Source: an optimization exercise on an open RTL-to-GDS flow (aim: a short achievable clock period and few clock cycles). Production flows keep margins and buffers that such runs may drop.
Only simulation tests tie the RTL to the original design; equivalence was not proved.
No activity file was given, so power comes from the tool's default toggle rates.

`flow/design.v`:
```
module bit_and #(parameter int W = 32) (
    input  logic [W-1:0] a,
    input  logic [W-1:0] b,
    output logic [W-1:0] y
);
    assign y = a & b;
endmodule
module bit_xor #(parameter int W = 32) (
    input  logic [W-1:0] a,
    input  logic [W-1:0] b,
    output logic [W-1:0] y
);
    assign y = a ^ b;
endmodule
module ks_tree #(parameter int W = 32) (
    input  logic [W-1:0] g_in,
    input  logic [W-1:0] p_in,
    input  logic         cin,
    output logic [W-1:0] s,
    output logic         cout
);
    localparam int L = (W >= 32) ? 6 : (W >= 16) ? 5 : (W >= 8) ? 4 : 3;   
    logic [W:0] g [0:L];
    logic [W:0] p [0:L];
    assign g[0] = {g_in, cin};
    assign p[0] = {p_in, 1'b0};
    genvar lv, i;
    generate
        for (lv = 0; lv < L; lv = lv + 1) begin : g_lv
            for (i = 0; i <= W; i = i + 1) begin : g_bit
                if (i >= (1 << lv)) begin : g_op
                    assign g[lv+1][i] = g[lv][i] | (p[lv][i] & g[lv][i - (1 << lv)]);
                    assign p[lv+1][i] = p[lv][i] & p[lv][i - (1 << lv)];
                end else begin : g_pass
                    assign g[lv+1][i] = g[lv][i];
                    assign p[lv+1][i] = p[lv][i];
                end
            end
        end
    endgenerate
    assign s    = p_in ^ g[L][W-1:0];
    assign cout = g[L][W];
endmodule
module ks_add #(parameter int W = 32) (
    input  logic [W-1:0] a,
    input  logic [W-1:0] b,
    input  logic         cin,
    output logic [W-1:0] s,
    output logic         cout
);
    logic [W-1:0] g, p;
    bit_and #(.W(W)) u_g (.a(a), .b(b), .y(g));
    bit_xor #(.W(W)) u_p (.a(a), .b(b), .y(p));
    ks_tree #(.W(W)) u_t (.g_in(g), .p_in(p), .cin(cin), .s(s), .cout(cout));
endmodule
module ks_inc #(parameter int W = 14) (
    input  logic [W-1:0] x,
    output logic [W-1:0] inc,
    output logic [W-1:0] dec
);
    genvar i;
    generate
        for (i = 0; i < W; i = i + 1) begin : g_bit
            if (i == 0) begin : g_lsb
                assign inc[i] = ~x[i];
                assign dec[i] = ~x[i];
            end else begin : g_up
                assign inc[i] = x[i] ^ (&x[i-1:0]);
                assign dec[i] = x[i] ^ ~(|x[i-1:0]);
            end
        end
    endgenerate
endmodule
module eq32 (
    input  logic [31:0] a,
    input  logic [31:0] b,
    output logic        eq
);
    assign eq = a == b;
endmodule
module rf_read (
    input  logic [1023:0] regs,
    input  logic [4:0]    idx,
    output logic [31:0]   q
);
    assign q = regs[idx*32 +: 32];
endmodule
module br_target (
    input  logic [15:0] lo,        
    input  logic [13:0] hi,        
    input  logic [13:0] hi_inc,
    input  logic [13:0] hi_dec,
    input  logic [15:0] imm,
    input  logic        cin,       
    output logic [31:0] tgt
);
    logic [15:0] s;
    logic        c;
    logic [13:0] h;
    ks_add #(.W(16)) u_lo (.a(lo), .b(imm), .cin(cin), .s(s), .cout(c));
    always_comb begin
        case ({c, imm[15]})
            2'b10:   h = hi_inc;
            2'b01:   h = hi_dec;
            default: h = hi;
        endcase
    end
    assign tgt = {h, s, 2'b00};
endmodule
module pc_parts (
    input  logic [29:0] w,
    output logic [13:0] hi_inc,
    output logic [13:0] hi_dec
);
    ks_inc #(.W(14)) u_hi (.x(w[29:16]), .inc(hi_inc), .dec(hi_dec));
endmodule
module idec (
    input  logic [31:0] ins,
    output logic        wr,           
    output logic [4:0]  wreg,
    output logic        use_rs,
    output logic        use_rt,
    output logic        b_imm,        
    output logic [31:0] bimm,
    output logic        is_lw,
    output logic        is_sw,
    output logic        is_mem,
    output logic        is_ctl,       
    output logic        is_j,
    output logic        is_jr,
    output logic        is_br,
    output logic        pred,         
    output logic        rd_eq,        
    output logic        rd_ne,        
    output logic        rd_neg,       
    output logic        rd_pos,       
    output logic        s_add, s_sub, s_log, s_sll, s_srl, s_sra, s_lui, s_slt, s_sltu,
    output logic [1:0]  lop
);
    logic [5:0]  op, fn;
    logic [4:0]  rs, rt, rd;
    logic [15:0] imm;
    logic is_r, is_addiu, is_andi, is_ori, is_xori, is_slti, is_sltiu, is_lui;
    logic is_beq, is_bne, is_regimm, is_ialu, is_shift;
    assign op  = ins[31:26];
    assign fn  = ins[5:0];
    assign rs  = ins[25:21];
    assign rt  = ins[20:16];
    assign rd  = ins[15:11];
    assign imm = ins[15:0];
    assign is_r      = op == 6'b000000;
    assign is_jr     = is_r && fn == 6'b001000;
    assign is_addiu  = op == 6'b001001;
    assign is_andi   = op == 6'b001100;
    assign is_ori    = op == 6'b001101;
    assign is_xori   = op == 6'b001110;
    assign is_slti   = op == 6'b001010;
    assign is_sltiu  = op == 6'b001011;
    assign is_lui    = op == 6'b001111;
    assign is_lw     = op == 6'b100011;
    assign is_sw     = op == 6'b101011;
    assign is_beq    = op == 6'b000100;
    assign is_bne    = op == 6'b000101;
    assign is_regimm = op == 6'b000001;
    assign is_j      = op == 6'b000010;
    assign is_br     = is_beq || is_bne || is_regimm;
    assign is_ialu   = is_addiu || is_andi || is_ori || is_xori || is_slti || is_sltiu || is_lui;
    assign is_shift  = is_r && (fn == 6'b000000 || fn == 6'b000010 || fn == 6'b000011);
    assign is_mem    = is_lw || is_sw;
    assign is_ctl    = is_j || is_jr || is_br;
    assign wreg   = is_r ? rd : rt;
    assign wr     = ((is_r && !is_jr) || is_ialu || is_lw) && wreg != 5'd0;
    assign use_rs = !is_j && !is_shift && !is_lui;
    assign use_rt = is_r || is_beq || is_bne || is_sw;
    assign b_imm  = is_ialu || is_lw || is_sw;
    assign bimm   = is_lui ? {imm, 16'h0} : {{16{imm[15]}}, imm};
    logic pbr;
    assign pbr  = imm[15] || (is_beq && rs == rt) || (is_bne && rs != rt)
               || (is_regimm && rt == 5'd1 && rs == 5'd0);
    assign pred = is_j || (is_br && pbr);
    assign rd_eq  = (is_beq && !pbr) || (is_bne && pbr);
    assign rd_ne  = (is_beq && pbr) || (is_bne && !pbr);
    assign rd_neg = is_regimm && (rt == 5'd1 ? pbr : !pbr);
    assign rd_pos = is_regimm && (rt == 5'd1 ? !pbr : pbr);
    assign s_add  = (is_r && (fn == 6'b100000 || fn == 6'b100001)) || is_addiu || is_lw || is_sw;
    assign s_sub  = is_r && fn == 6'b100011;
    assign s_log  = (is_r && (fn == 6'b100100 || fn == 6'b100101 || fn == 6'b100110 || fn == 6'b100111))
                 || is_andi || is_ori || is_xori;
    assign lop    = is_r ? fn[1:0] : op[1:0];
    assign s_slt  = (is_r && fn == 6'b101010) || is_slti;
    assign s_sltu = (is_r && fn == 6'b101011) || is_sltiu;
    assign s_sll  = is_r && fn == 6'b000000;
    assign s_srl  = is_r && fn == 6'b000010;
    assign s_sra  = is_r && fn == 6'b000011;
    assign s_lui  = is_lui;
endmodule
module fwd_sel (
    input  logic [4:0] r,
    input  logic       use_r,
    input  logic       we0, we1,      
    input  logic [4:0] de0, de1,
    input  logic       le0, le1,      
    input  logic       wm0, wm1,      
    input  logic [4:0] dm0, dm1,
    output logic [6:0] sel
);
    logic e0, e1, m0, m1;
    assign e1 = we1 && de1 == r;
    assign e0 = we0 && de0 == r;
    assign m1 = wm1 && dm1 == r;
    assign m0 = wm0 && dm0 == r;
    always_comb begin
        sel = 7'b0;
        if (e1)      sel = le1 ? (use_r ? 7'b1000000 : 7'b0000001) : 7'b0000100;
        else if (e0) sel = le0 ? (use_r ? 7'b0100000 : 7'b0000001) : 7'b0000010;
        else if (m1) sel = 7'b0010000;
        else if (m0) sel = 7'b0001000;
        else         sel = 7'b0000001;
    end
endmodule
module alu (
    input  logic [31:0] a,
    input  logic [31:0] b,
    input  logic [31:0] aa,              
    input  logic [31:0] ba,
    input  logic [4:0]  sh,
    input  logic        s_add, s_sub,
    input  logic        s_log,           
    input  logic [1:0]  lop,
    input  logic        s_sll, s_srl, s_sra, s_lui,
    input  logic        s_slt, s_sltu,
    output logic [31:0] y,
    output logic [31:0] yf0,             
    output logic [31:0] yf1,
    output logic [31:0] sum
);
    logic [31:0] dif, sra_v, logv, other;
    logic        c_add, c_sub, lt_u;
    ks_add #(.W(32)) u_add (.a(aa), .b(ba),  .cin(1'b0), .s(sum), .cout(c_add));
    ks_add #(.W(32)) u_sub (.a(aa), .b(~ba), .cin(1'b1), .s(dif), .cout(c_sub));
    assign lt_u  = !c_sub;
    assign sra_v = $signed(b) >>> sh;
    always_comb begin
        case (lop)
            2'd0:    logv = a & b;
            2'd1:    logv = a | b;
            2'd2:    logv = a ^ b;
            default: logv = ~(a | b);
        endcase
    end
    assign other = ({32{s_log}} & logv)
                 | ({32{s_sll}} & (b << sh))
                 | ({32{s_srl}} & (b >> sh))
                 | ({32{s_sra}} & sra_v)
                 | ({32{s_lui}} & b);
    logic sdiff, lt_sel, neg_sel;
    assign sdiff   = aa[31] != ba[31];
    assign lt_sel  = (s_slt && !sdiff) || s_sltu;
    assign neg_sel = s_slt && sdiff && aa[31];
    alu_out u_out  (.sum(sum), .dif(dif), .other({other[31:1], other[0] || neg_sel}),
                    .s_add(s_add), .s_sub(s_sub), .lt_sel(lt_sel), .lt_u(lt_u), .y(y));
    alu_out u_outf0 (.sum(sum), .dif(dif), .other({other[31:1], other[0] || neg_sel}),
                    .s_add(s_add), .s_sub(s_sub), .lt_sel(lt_sel), .lt_u(lt_u), .y(yf0));
    alu_out u_outf1 (.sum(sum), .dif(dif), .other({other[31:1], other[0] || neg_sel}),
                    .s_add(s_add), .s_sub(s_sub), .lt_sel(lt_sel), .lt_u(lt_u), .y(yf1));
endmodule
module alu_out (
    input  logic [31:0] sum,
    input  logic [31:0] dif,
    input  logic [31:0] other,
    input  logic        s_add,
    input  logic        s_sub,
    input  logic        lt_sel,
    input  logic        lt_u,
    output logic [31:0] y
);
    assign y = ({32{s_add}} & sum) | ({32{s_sub}} & dif) | other | {31'b0, lt_sel && lt_u};
endmodule
module opnd_nx (
    input  logic        stall,
    input  logic [6:0]  sel,
    input  logic [1:0]  lq,
    input  logic [31:0] rv,
    input  logic [31:0] cur,
    input  logic [31:0] m0,
    input  logic [31:0] m1,
    input  logic [31:0] x0,
    input  logic [31:0] x1,
    output logic [31:0] y
);
    logic s_r, s_m0, s_m1, s_cur, s_x0, s_x1;
    assign s_r   = !stall && !(sel[1] || sel[2] || sel[3] || sel[4]);
    assign s_m0  = stall ? lq[0] : sel[3];
    assign s_m1  = stall ? lq[1] : sel[4];
    assign s_cur = stall && lq == 2'b00;
    assign s_x0  = !stall && sel[1];
    assign s_x1  = !stall && sel[2];
    assign y = ({32{s_r}} & rv) | ({32{s_m0}} & m0) | ({32{s_m1}} & m1) | ({32{s_cur}} & cur)
             | ({32{s_x0}} & x0) | ({32{s_x1}} & x1);
endmodule
module nxt_sel (
    input  logic [7:0]  s,
    input  logic [31:0] v0, v1, v2, v3, v4, v5, v6, v7,
    output logic [31:0] y
);
    assign y = ({32{s[0]}} & v0) | ({32{s[1]}} & v1) | ({32{s[2]}} & v2) | ({32{s[3]}} & v3)
             | ({32{s[4]}} & v4) | ({32{s[5]}} & v5) | ({32{s[6]}} & v6) | ({32{s[7]}} & v7);
endmodule
module nsel_gen (
    input  logic       rst,
    input  logic       redirect,
    input  logic       stall,
    input  logic       take0,       
    input  logic       br0,
    input  logic       j0,
    input  logic       dual,
    input  logic       j1,
    output logic [7:0] s
);
    logic go;
    assign go   = !rst && !redirect && !stall;
    assign s[0] = !rst && redirect;               
    assign s[1] = go && take0 && br0;             
    assign s[2] = go && take0 && j0;              
    assign s[3] = !rst && !redirect && stall;     
    assign s[4] = go && dual && j1;               
    assign s[5] = go && dual && !j1;              
    assign s[6] = go && !take0 && !dual;          
    assign s[7] = rst;
endmodule
module Top (
    input	logic	rst,
    input	logic	clk,
    output	logic	halt,
    output	logic	err,
    output	logic	[31:0] imem_addr,
    input	logic	[31:0] imem_rdata,
    output	logic	[31:0] dmem_addr,
    output	logic	[31:0] dmem_wdata,
    output	logic	dmem_we,
    input	logic	[31:0] dmem_rdata
);
    localparam logic [31:0] EXIT = 32'h1000 + 32'h8080;
    logic [31:0] pc_f;           
    logic [31:0] pc4_r;          
    logic [31:0] da_r;           
    logic        f1_r;           
    logic [1:0]        v_e;
    logic [1:0][31:0]  a_e, b_e;
    logic [1:0][1:0]   al_e, bl_e;        
    logic [1:0][4:0]   sh_e;
    logic [1:0]        s_add_e, s_sub_e, s_log_e, s_sll_e, s_srl_e, s_sra_e, s_lui_e;
    logic [1:0]        s_slt_e, s_sltu_e;
    logic [1:0][1:0]   lop_e;
    logic [1:0]        wr_e, ld_e;
    logic [1:0][4:0]   wreg_e;
    logic [1:0]        rd_eq_e, rd_ne_e, rd_neg_e, rd_pos_e;
    logic              memop_e, mslot_e, st_e;
    logic [31:0]       sd_e;
    logic              sl_e;              
    logic              jr_e, jrs_e, j_e, cb_e, cbs_e, pred_e;
    logic [31:0]       tgt_e, pcn_e, pcn4_e;
    logic [31:0]       p4_e, p8_e, p12_e;     
    logic              two_e;                 
    assign pcn_e  = two_e ? p8_e : p4_e;
    assign pcn4_e = two_e ? p12_e : p8_e;
    logic              tx_e, px_e;   
    assign tx_e = tgt_e == EXIT;
    assign px_e = pcn_e == EXIT;
    logic [1:0]        wr_m, ld_m;
    logic [1:0][4:0]   wreg_m;
    logic [1:0][31:0]  alu_m;
    logic              st_m;
    logic [31:0]       sd_m;
    logic        halt_r, halt_p, err_r, magic_r;
    logic [31:0] rf [1:31];
    logic [1:0][31:0] res_m;
    assign res_m[0] = ld_m[0] ? dmem_rdata : alu_m[0];
    assign res_m[1] = ld_m[1] ? dmem_rdata : alu_m[1];
    genvar gi;
    generate
        for (gi = 1; gi < 32; gi = gi + 1) begin : g_rf
            always_ff @(posedge clk) begin
                if (rst) begin
                    if (gi == 29)      rf[gi] <= 32'h8000;
                    else if (gi == 31) rf[gi] <= EXIT;
                    else               rf[gi] <= 32'h0;
                end else if (wr_m[1] && wreg_m[1] == gi) begin
                    rf[gi] <= res_m[1];
                end else if (wr_m[0] && wreg_m[0] == gi) begin
                    rf[gi] <= res_m[0];
                end
            end
        end
    endgenerate
    logic [1023:0] rf_flat;
    always_comb begin
        rf_flat[31:0] = 32'h0;
        for (int k = 1; k < 32; k++) rf_flat[k*32 +: 32] = rf[k];
    end
    logic [1:0][31:0] ins;
    assign ins[0] = imem_rdata;
    assign ins[1] = dmem_rdata;
    logic [1:0]       d_wr, d_use_rs, d_use_rt, d_b_imm, d_lw, d_sw, d_mem, d_ctl;
    logic [1:0]       d_j, d_jr, d_br, d_pred, d_rd_eq, d_rd_ne, d_rd_neg, d_rd_pos;
    logic [1:0]       d_add, d_sub, d_log, d_sll, d_srl, d_sra, d_lui, d_slt, d_sltu;
    logic [1:0][1:0]  d_lop;
    logic [1:0][4:0]  d_wreg;
    logic [1:0][31:0] d_bimm, ra, rb;
    logic [1:0][6:0]  asel, bsel;
    genvar gs;
    generate
        for (gs = 0; gs < 2; gs = gs + 1) begin : g_dec
            idec u_dec (
                .ins(ins[gs]), .wr(d_wr[gs]), .wreg(d_wreg[gs]),
                .use_rs(d_use_rs[gs]), .use_rt(d_use_rt[gs]),
                .b_imm(d_b_imm[gs]), .bimm(d_bimm[gs]),
                .is_lw(d_lw[gs]), .is_sw(d_sw[gs]), .is_mem(d_mem[gs]), .is_ctl(d_ctl[gs]),
                .is_j(d_j[gs]), .is_jr(d_jr[gs]), .is_br(d_br[gs]), .pred(d_pred[gs]),
                .rd_eq(d_rd_eq[gs]), .rd_ne(d_rd_ne[gs]), .rd_neg(d_rd_neg[gs]), .rd_pos(d_rd_pos[gs]),
                .s_add(d_add[gs]), .s_sub(d_sub[gs]), .s_log(d_log[gs]), .s_sll(d_sll[gs]),
                .s_srl(d_srl[gs]), .s_sra(d_sra[gs]), .s_lui(d_lui[gs]), .s_slt(d_slt[gs]),
                .s_sltu(d_sltu[gs]), .lop(d_lop[gs]));
            rf_read u_ra (.regs(rf_flat), .idx(ins[gs][25:21]), .q(ra[gs]));
            rf_read u_rb (.regs(rf_flat), .idx(ins[gs][20:16]), .q(rb[gs]));
            fwd_sel u_fa (.r(ins[gs][25:21]), .use_r(d_use_rs[gs]),
                          .we0(v_e[0] && wr_e[0]), .we1(v_e[1] && wr_e[1]),
                          .de0(wreg_e[0]), .de1(wreg_e[1]), .le0(ld_e[0]), .le1(ld_e[1]),
                          .wm0(wr_m[0]), .wm1(wr_m[1]), .dm0(wreg_m[0]), .dm1(wreg_m[1]),
                          .sel(asel[gs]));
            fwd_sel u_fb (.r(ins[gs][20:16]), .use_r(d_use_rt[gs]),
                          .we0(v_e[0] && wr_e[0]), .we1(v_e[1] && wr_e[1]),
                          .de0(wreg_e[0]), .de1(wreg_e[1]), .le0(ld_e[0]), .le1(ld_e[1]),
                          .wm0(wr_m[0]), .wm1(wr_m[1]), .dm0(wreg_m[0]), .dm1(wreg_m[1]),
                          .sel(bsel[gs]));
        end
    endgenerate
    logic [29:0] pc4w, pc8w, pc12w, unused_w0;
    logic [28:0] unused_w1;
    assign pc4w = pc4_r[31:2];
    ks_inc #(.W(30)) u_i8  (.x(pc4w), .inc(pc8w),  .dec(unused_w0));
    ks_inc #(.W(29)) u_i12 (.x(pc4w[29:1]), .inc(pc12w[29:1]), .dec(unused_w1));
    assign pc12w[0] = pc4w[0];
    logic [31:0] pc4_f, pc8_f, pc12_f;
    assign pc4_f  = pc4_r;
    assign pc8_f  = {pc8w, 2'b00};
    assign pc12_f = {pc12w, 2'b00};
    logic [13:0] h4i, h4d;
    pc_parts u_p4  (.w(pc4w),  .hi_inc(h4i),  .hi_dec(h4d));
    logic [31:0] bt0, bt0p4, bt1, jt0, jt0p4, jt1, jt1p4;
    logic [31:0] t0, t0p4, t1, t1p4;
    br_target u_bt0   (.lo(pc4w[15:0]), .hi(pc4w[29:16]), .hi_inc(h4i), .hi_dec(h4d),
                       .imm(ins[0][15:0]), .cin(1'b0), .tgt(bt0));
    br_target u_bt0p4 (.lo(pc4w[15:0]), .hi(pc4w[29:16]), .hi_inc(h4i), .hi_dec(h4d),
                       .imm(ins[0][15:0]), .cin(1'b1), .tgt(bt0p4));
    br_target u_bt1   (.lo(pc4w[15:0]), .hi(pc4w[29:16]), .hi_inc(h4i), .hi_dec(h4d),
                       .imm(ins[1][15:0]), .cin(1'b1), .tgt(bt1));
    logic [29:0] jw0p4, jw1p4;
    logic [29:0] unused_w5, unused_w6;
    assign jt0 = {pc_f[31:28], ins[0][25:0], 2'b00};
    assign jt1 = {pc4_f[31:28], ins[1][25:0], 2'b00};
    ks_inc #(.W(30)) u_j0 (.x(jt0[31:2]), .inc(jw0p4), .dec(unused_w5));
    ks_inc #(.W(30)) u_j1 (.x(jt1[31:2]), .inc(jw1p4), .dec(unused_w6));
    assign jt0p4 = {jw0p4, 2'b00};
    assign jt1p4 = {jw1p4, 2'b00};
    assign t0    = d_j[0] ? jt0 : bt0;
    assign t0p4  = d_j[0] ? jt0p4 : bt0p4;
    assign t1    = d_j[1] ? jt1 : bt1;
    assign t1p4  = jt1p4;         
    logic dual, dep;
    logic rd_rs, rd_rt, rt_rs, rt_rt, is_r0;
    assign rd_rs = ins[0][15:11] == ins[1][25:21];
    assign rd_rt = ins[0][15:11] == ins[1][20:16];
    assign rt_rs = ins[0][20:16] == ins[1][25:21];
    assign rt_rt = ins[0][20:16] == ins[1][20:16];
    assign is_r0 = ins[0][31:26] == 6'b000000;
    assign dep  = d_wr[0] && (is_r0 ? ((d_use_rs[1] && rd_rs) || (d_use_rt[1] && rd_rt))
                                    : ((d_use_rs[1] && rt_rs) || (d_use_rt[1] && rt_rt)));
    assign dual = f1_r && !d_ctl[0] && !dep && !(d_mem[0] && d_mem[1])
               && !(d_br[1] && d_pred[1]) && pc4_f != EXIT;
    logic take0;
    assign take0 = d_ctl[0] && d_pred[0];
    logic [1:0][31:0] a, b, aa, ba, alu_e, sum_e, xf0, xf1;    
    logic [1:0]       eq;
    logic [31:0]      sdv;
    generate
        for (gs = 0; gs < 2; gs = gs + 1) begin : g_ex
            assign a[gs]  = a_e[gs];
            assign b[gs]  = b_e[gs];
            assign aa[gs] = a_e[gs];
            assign ba[gs] = b_e[gs];
            alu u_alu (.a(a[gs]), .b(b[gs]), .aa(aa[gs]), .ba(ba[gs]), .sh(sh_e[gs]),
                       .s_add(s_add_e[gs]), .s_sub(s_sub_e[gs]), .s_log(s_log_e[gs]),
                       .lop(lop_e[gs]), .s_sll(s_sll_e[gs]), .s_srl(s_srl_e[gs]),
                       .s_sra(s_sra_e[gs]), .s_lui(s_lui_e[gs]),
                       .s_slt(s_slt_e[gs]), .s_sltu(s_sltu_e[gs]),
                       .y(alu_e[gs]), .yf0(xf0[gs]), .yf1(xf1[gs]), .sum(sum_e[gs]));
            eq32 u_eq (.a(a[gs]), .b(b[gs]), .eq(eq[gs]));
        end
    endgenerate
    assign sdv = sl_e ? dmem_rdata : sd_e;
    logic stall_e, go_e;
    assign stall_e = (v_e[0] && (al_e[0] != 2'b00 || bl_e[0] != 2'b00))
                  || (v_e[1] && (al_e[1] != 2'b00 || bl_e[1] != 2'b00));
    assign go_e    = v_e[0] && !stall_e;
    logic redirect, taken;
    logic [31:0] a_j, rtgt, rtgt4, a_j4;
    logic [29:0] a_j4w, unused_w7;
    assign redirect = go_e && (jr_e
        || (eq[0] && rd_eq_e[0]) || (!eq[0] && rd_ne_e[0])
        || (a[0][31] && rd_neg_e[0]) || (!a[0][31] && rd_pos_e[0])
        || (eq[1] && rd_eq_e[1]) || (!eq[1] && rd_ne_e[1])
        || (a[1][31] && rd_neg_e[1]) || (!a[1][31] && rd_pos_e[1]));
    assign taken = j_e || (cb_e && (pred_e != (cbs_e
        ? ((eq[1] && rd_eq_e[1]) || (!eq[1] && rd_ne_e[1]) || (a[1][31] && rd_neg_e[1]) || (!a[1][31] && rd_pos_e[1]))
        : ((eq[0] && rd_eq_e[0]) || (!eq[0] && rd_ne_e[0]) || (a[0][31] && rd_neg_e[0]) || (!a[0][31] && rd_pos_e[0])))));
    assign a_j = jrs_e ? a[1] : a[0];
    ks_inc #(.W(30)) u_aj4 (.x(a_j[31:2]), .inc(a_j4w), .dec(unused_w7));
    assign a_j4  = {a_j4w, a_j[1:0]};
    assign rtgt  = jr_e ? a_j  : (pred_e ? pcn_e  : tgt_e);
    logic [29:0] tgt4w, unused_w8;
    ks_inc #(.W(30)) u_t4 (.x(tgt_e[31:2]), .inc(tgt4w), .dec(unused_w8));
    assign rtgt4 = jr_e ? a_j4 : (pred_e ? pcn4_e : {tgt4w, 2'b00});
    logic halt_c, nx_exit;
    always_comb begin
        if (jr_e)       nx_exit = a_j == EXIT;
        else if (taken) nx_exit = tx_e;
        else            nx_exit = px_e;
    end
    assign halt_c = go_e && nx_exit;
    logic [31:0] pc_next, pc4_next, dnext;
    logic [2:0][7:0] nsel;
    generate
        for (gs = 0; gs < 3; gs = gs + 1) begin : g_nsel
            nsel_gen u_ns (.rst(rst), .redirect(redirect), .stall(stall_e), .take0(take0),
                           .br0(d_br[0]), .j0(d_j[0]), .dual(dual), .j1(d_j[1]), .s(nsel[gs]));
        end
    endgenerate
    nxt_sel u_npc  (.s(nsel[0]), .v0(rtgt), .v1(bt0), .v2(jt0), .v3(pc_f), .v4(jt1),
                    .v5(pc8_f), .v6(pc4_f), .v7(32'h1000), .y(pc_next));
    nxt_sel u_npc4 (.s(nsel[1]), .v0(rtgt4), .v1(bt0p4), .v2(jt0p4), .v3(pc4_f), .v4(jt1p4),
                    .v5(pc12_f), .v6(pc8_f), .v7(32'h1000 + 32'd4), .y(pc4_next));
    nxt_sel u_nda  (.s(nsel[2]), .v0(rtgt4), .v1(bt0p4), .v2(jt0p4), .v3(pc4_f), .v4(jt1p4),
                    .v5(pc12_f), .v6(pc8_f), .v7(32'h1000 + 32'd4), .y(dnext));
    logic mem_go;
    assign mem_go = go_e && memop_e;
    always_ff @(posedge clk) begin
        pc_f <= pc_next;
        pc4_r <= pc4_next;
        da_r <= mem_go ? (mslot_e ? sum_e[1] : sum_e[0]) : dnext;
        f1_r <= !mem_go;
    end
    logic [1:0][31:0] a_nx, b_nx;
    logic [31:0]      sd_nx;
    logic [31:0]      sd_rb;
    logic [6:0]       sd_sel;
    assign sd_rb  = d_sw[0] ? rb[0] : rb[1];
    assign sd_sel = d_sw[0] ? bsel[0] : bsel[1];
    generate
        for (gs = 0; gs < 2; gs = gs + 1) begin : g_opnx
            logic [31:0] ra_v, rb_v;
            logic [6:0]  bs_v;
            assign ra_v = ra[gs];
            assign rb_v = d_b_imm[gs] ? d_bimm[gs] : rb[gs];
            assign bs_v = d_b_imm[gs] ? 7'b0000001 : bsel[gs];
            opnd_nx u_an (.stall(stall_e), .sel(asel[gs]), .lq(al_e[gs]), .rv(ra_v),
                          .cur(a_e[gs]), .m0(res_m[0]), .m1(res_m[1]),
                          .x0(gs == 0 ? xf0[0] : xf1[0]), .x1(gs == 0 ? xf0[1] : xf1[1]), .y(a_nx[gs]));
            opnd_nx u_bn (.stall(stall_e), .sel(bs_v), .lq(bl_e[gs]), .rv(rb_v),
                          .cur(b_e[gs]), .m0(res_m[0]), .m1(res_m[1]),
                          .x0(gs == 0 ? xf0[0] : xf1[0]), .x1(gs == 0 ? xf0[1] : xf1[1]), .y(b_nx[gs]));
        end
    endgenerate
    opnd_nx u_sn (.stall(stall_e), .sel(sd_sel), .lq(2'b00), .rv(sd_rb),
                  .cur(sdv), .m0(res_m[0]), .m1(res_m[1]),
                  .x0(xf0[0]), .x1(xf0[1]), .y(sd_nx));
    logic [1:0] v_in;
    assign v_in[0] = 1'b1;
    assign v_in[1] = dual;
    always_ff @(posedge clk) begin
        if (rst || redirect)
            v_e <= 2'b00;
        else if (!stall_e)
            v_e <= v_in;
    end
    generate
        for (gs = 0; gs < 2; gs = gs + 1) begin : g_fde
            always_ff @(posedge clk) begin
                a_e[gs] <= a_nx[gs];
                b_e[gs] <= b_nx[gs];
                if (stall_e) begin
                    al_e[gs] <= 2'b00;
                    bl_e[gs] <= 2'b00;
                end else begin
                    al_e[gs] <= asel[gs][6:5];
                    bl_e[gs] <= d_b_imm[gs] ? 2'b00 : bsel[gs][6:5];
                    sh_e[gs]     <= ins[gs][10:6];
                    s_add_e[gs]  <= d_add[gs];
                    s_sub_e[gs]  <= d_sub[gs];
                    s_log_e[gs]  <= d_log[gs];
                    lop_e[gs]    <= d_lop[gs];
                    s_sll_e[gs]  <= d_sll[gs];
                    s_srl_e[gs]  <= d_srl[gs];
                    s_sra_e[gs]  <= d_sra[gs];
                    s_lui_e[gs]  <= d_lui[gs];
                    s_slt_e[gs]  <= d_slt[gs];
                    s_sltu_e[gs] <= d_sltu[gs];
                    wr_e[gs]     <= d_wr[gs];
                    ld_e[gs]     <= d_lw[gs];
                    wreg_e[gs]   <= d_wreg[gs];
                    rd_eq_e[gs]  <= v_in[gs] && d_rd_eq[gs];
                    rd_ne_e[gs]  <= v_in[gs] && d_rd_ne[gs];
                    rd_neg_e[gs] <= v_in[gs] && d_rd_neg[gs];
                    rd_pos_e[gs] <= v_in[gs] && d_rd_pos[gs];
                end
            end
        end
    endgenerate
    logic [31:0] g_tgt;
    logic        g_c1;
    assign g_c1   = !d_ctl[0];                  
    assign g_tgt  = g_c1 ? t1 : t0;
    always_ff @(posedge clk) begin
        sd_e <= sd_nx;
        if (stall_e) begin
            sl_e <= 1'b0;
        end else begin
            memop_e <= d_mem[0] || (dual && d_mem[1]);
            mslot_e <= !d_mem[0];
            st_e    <= d_sw[0] || (dual && d_sw[1]);
            sl_e    <= d_sw[0] ? (bsel[0][6:5] != 2'b00) : (bsel[1][6:5] != 2'b00);
            jr_e    <= d_jr[0] || (dual && d_jr[1]);
            jrs_e   <= !d_jr[0];
            j_e     <= d_j[0] || (dual && d_j[1]);
            cb_e    <= d_br[0] || (dual && d_br[1]);
            cbs_e   <= !d_br[0];
            pred_e  <= d_ctl[0] ? d_pred[0] : d_pred[1];
            tgt_e   <= g_tgt;
            p4_e    <= pc4_f;
            p8_e    <= pc8_f;
            p12_e   <= pc12_f;
            two_e   <= dual;
        end
    end
    always_ff @(posedge clk) begin
        wr_m[0] <= !rst && go_e && wr_e[0];
        wr_m[1] <= !rst && go_e && v_e[1] && wr_e[1];
        ld_m[0] <= go_e && ld_e[0];
        ld_m[1] <= go_e && v_e[1] && ld_e[1];
        st_m    <= !rst && go_e && st_e;
        wreg_m  <= wreg_e;
        alu_m   <= alu_e;
        sd_m    <= sdv;
    end
    logic magic_n, halt_n;
    always_comb begin
        if (wr_m[1] && wreg_m[1] == 5'd2)      magic_n = res_m[1] == 32'h12345;
        else if (wr_m[0] && wreg_m[0] == 5'd2) magic_n = res_m[0] == 32'h12345;
        else                                   magic_n = magic_r;
    end
    assign halt_n = (halt_c && !v_e[1]) || halt_p;
    always_ff @(posedge clk) begin
        if (rst) begin
            halt_r  <= 1'b0;
            halt_p  <= 1'b0;
            err_r   <= 1'b0;
            magic_r <= 1'b0;
        end else begin
            magic_r <= magic_n;
            if (!halt_r) begin
                halt_p <= halt_c && v_e[1];
                halt_r <= halt_n;
                err_r  <= halt_n && !magic_n;
            end
        end
    end
    assign halt       = halt_r;
    assign err        = err_r;
    assign imem_addr  = pc_f;
    assign dmem_addr  = da_r;
    assign dmem_wdata = sd_m;
    assign dmem_we    = st_m;
endmodule
```
`flow/run.sh`:
```
#!/bin/bash
# synth_recipe.tcl (not shown) runs the flow's synth.tcl, then flattens the netlist and writes it again
# the make line also repeats each setting of config.mk as NAME=value (left out here)
make -C /OpenROAD-flow-scripts/flow DESIGN_CONFIG=/design/flow/config.mk WORK_HOME=/design/flow/orfs CLKGATE_MAP_FILE= SYNTH_SCRIPT=/design/flow/synth_recipe.tcl finish
```
`flow/config.mk`:
```
export PLATFORM = sky130hd
export DESIGN_NAME = Top
export DESIGN_NICKNAME = Top
export VERILOG_FILES = /design/flow/design.v
export SDC_FILE = /design/flow/constraint.sdc
export NUM_CORES = 4
export LEC_CHECK = 0
export CAP_MARGIN = 50
export CELL_PAD_IN_SITES_DETAIL_PLACEMENT = 1
export CELL_PAD_IN_SITES_GLOBAL_PLACEMENT = 2
export CORE_MARGIN = 2
export CORE_UTILIZATION = 36
export SETUP_SLACK_MARGIN = 5
export SLEW_MARGIN = 40
export SYNTH_HIERARCHICAL = 1
export SYNTH_MINIMUM_KEEP_SIZE = 0
export TNS_END_PERCENT = 100
```
`flow/constraint.sdc`:
```
create_clock -name core_clock -period 8.5 [get_ports {clk}]
set_input_delay 1.7000 -clock core_clock [delete_from_list [all_inputs] [get_ports {clk}]]
set_output_delay 1.7000 -clock core_clock [all_outputs]
set_load 0.01 [all_outputs]
```
==> results.txt <==
metal layers:
layer | wire (um) | part of all wire, % | up-vias | GRT usage (%)
met4 | 108000 | 10 | 52 | 39.8
li1 | - | - | 70895 | -
met3 | 112000 | 11 | 3668 | 13.1
met1 | 404000 | 38 | 88037 | 59.3
met2 | 438000 | 41 | 11215 | 71.6
met5 | 402 | 0.038 | - | 0
power by group through the flow:
stage,registers (mW),logic [mW],clock network (mW)
after global placement,8.45,9.84,0
after global routing,8.36,13.2,10.6
after CTS,8.32,12.0,10.4
final,8.37,13.2,10.4
after floorplan,8.41,5.21,0
after detailed placement,8.44,10.1,0
layout make-up:
class	instances	area, um2
Multi-Input combinational cell	15110	115000
Sequential cell	1562	33300
Fill cell	47112	220000
Timing Repair Buffer	2040	25300
Inverter	385	1490
Clock buffer	300	6220
Tap cell	5451	6820
Clock inverter	87	1340
Antenna cell	51	128
timing repair:
| action | 4_1_cts | 5_1_grt |
|---|---|---|
| pin swaps | 579 | 334 |
| setup endpoints to repair | 555 | 354 |
| cloned | 125 | 12 |
| endpoints found under the hold margin | 0 | 0 |
| gates resized for setup | 2359 | 451 |
| setup buffers | 645 | 147 |
flip-flops by register name, summed over array words and instances, names as in the netlist, 64 cells and up:
| signal | count |
|---|---|
| b_e | 64 |
| alu_m | 64 |
| a_e | 64 |
| rf | 992 |
worst max-delay path, cell delays in order, from the launching register on:
cell and delay [ns]:
dfxtp_1 0.36, buf_8 0.25, xor2_4 0.22, buf_4 0.17
o21ai_1 0.05, o21ai_0 0.28, o2111a_2 0.31, a2111oi_4 0.06
buf_4 0.17, o211ai_4 0.26, a41oi_4 0.19, xnor2_4 0.26
a221o_2 0.51, a222oi_1 0.32, nand2_1 0.10, a221o_1 0.37
per-stage QoR:
stage,instances,cell area (um2),hold slack [ns]
global route,24942,190000,0.514
finish,24986,190000,0.499
CTS,24740,185000,0.489
global placement,23348,155000,0.479
detailed placement,23583,159000,0.480
floorplan,18950,149000,0.451
worst paths after layout:
check	to	start	slack, ns
setup / recovery	a_e[30]$_DFF_P_	a_e[40]$_DFF_P_	4.42
hold reg to reg	halt_p$_SDFFE_PP0N_	halt_p$_SDFFE_PP0N_	0.50
hold / removal	halt_p$_SDFFE_PP0N_	halt_p$_SDFFE_PP0N_	0.50
setup reg to reg	a_e[30]$_DFF_P_	a_e[40]$_DFF_P_	4.42
==> out/summary.txt <==
RD Place Congestion: 1.02
Static Leak: 73.1 nW
commonest non-fill, non-tap cells in the layout: mux2i_1, nand2_1, a21oi_1
critical path startpoint category: flop
commonest non-fill, non-tap cell in the layout: mux2i_1
switching power: 13.6 mW
CTS Buf Count: 213
site row count: 235
Ys Warns: 17
Total GRT Usage: 48.6%
worst hold path class: reg -> reg
cts hold-fix bufs: 0
Reg power frac: 26.2%
H-tree depth: 4
PwrDens: 168 mW/mm2
Cell Int Power: 18.4 mW
Peak Freq: 245 MHz
worst skew pair latency: 1.06 ns
Core Region: 0.409 mm2
Switching Fraction: 42.5%
first-pass GRT wire length: 1430 mm
clk root buf: clkbuf_16
min Tclk post-route: 4.08 ns
die area: 0.416 mm2
die width: 645 um
Routed Antenna Nets: 0
1st-iter DRT viols: 22909
CTS Sinks: 1562
I/O Pins: 165
port buffer count: 164
final setup vio count: 0
Post-Syn Instances: 18680
Pwr Total: 31.9 mW
CTS tree: yes
Pre-antenna DRT Iters: 13
fin nets: 19563
crit-path max FO: 10
status: timing/DRC/antenna clean
hold depth: 2
worst-margin pin slew: 0.969 ns
layout cells sized above 1: 22.2%
R2R depth: 15
clk buf depth: 4
antenna violations before repair: 88
Clock power frac: 32.5%
grt ovf: 0
vias in the first global route: 164951
Vias: 173867
post-DP HPWL: 689 mm
unrepaired setup endpoints after global routing: true
synthesized area: 0.148 mm2
Final Slew Violations: 0
WL/cell: 42.6 um
Setup Skew: 0.136 ns
via density per instance: 6.96
WP data arrival: 4.89 ns
Final Cycle Share: 47.9%
Util after Layout: 46.3%
combinational power share: 41.3%
Max Cap Violations: 0
Starting Density: 36.1%
Slew headroom: 35.4%
DP Worst Slack: 2.06 ns
syn_area_per_cell: 7.92 um2
maximum VDD drop: 185 uV
CTS clk-pin slew, worst paths: 0.06 ns
kind of critical path: reg -> reg
Crit. End Element: flop
Final WS setup: 4.42 ns
CP Data Required Time: 9.32 ns
# DRC: 0
maximum number of pins on one net before global-route repair: 132
routed wire length: 1060 mm
DIE HEIGHT: 645 um
Sum Neg Setup Slack: 0 ns
Synth-to-Final Area Change: 28.2%
final hold violation count: 0
Testbench counts, summed over its fixed seeds: cycles 18,452.

## re-timing with driven ports
In the flow no input, the clock included, has a driving cell. The finished layout below was timed again as built, in two steps.
Step 1 sets driving cells, clkbuf_16 on the clock port and buf_2 on the other inputs (assumed; they add their load-dependent delay and slew).
Step 2 times the ports against the registers' clock, not the clock port: input delays grow and output delays shrink by t, the midpoint of the rising clock arrivals with the driver on.
Slacks: no drivers / after step 1 / after step 2; pairs: no drivers / after step 1.
t (ns): 1.129
slack for setup (ns): 4.425 / 4.421 / 3.292
hold WS [ns]: 0.499 / 0.499 / 0.499
slew at the worst register clock pin (ns): 0.08 / 0.08
After both steps this run still meets setup and hold. For this run, drivers alone change the setup slack by -0.004 ns; drivers and shift together by -1.133 ns.
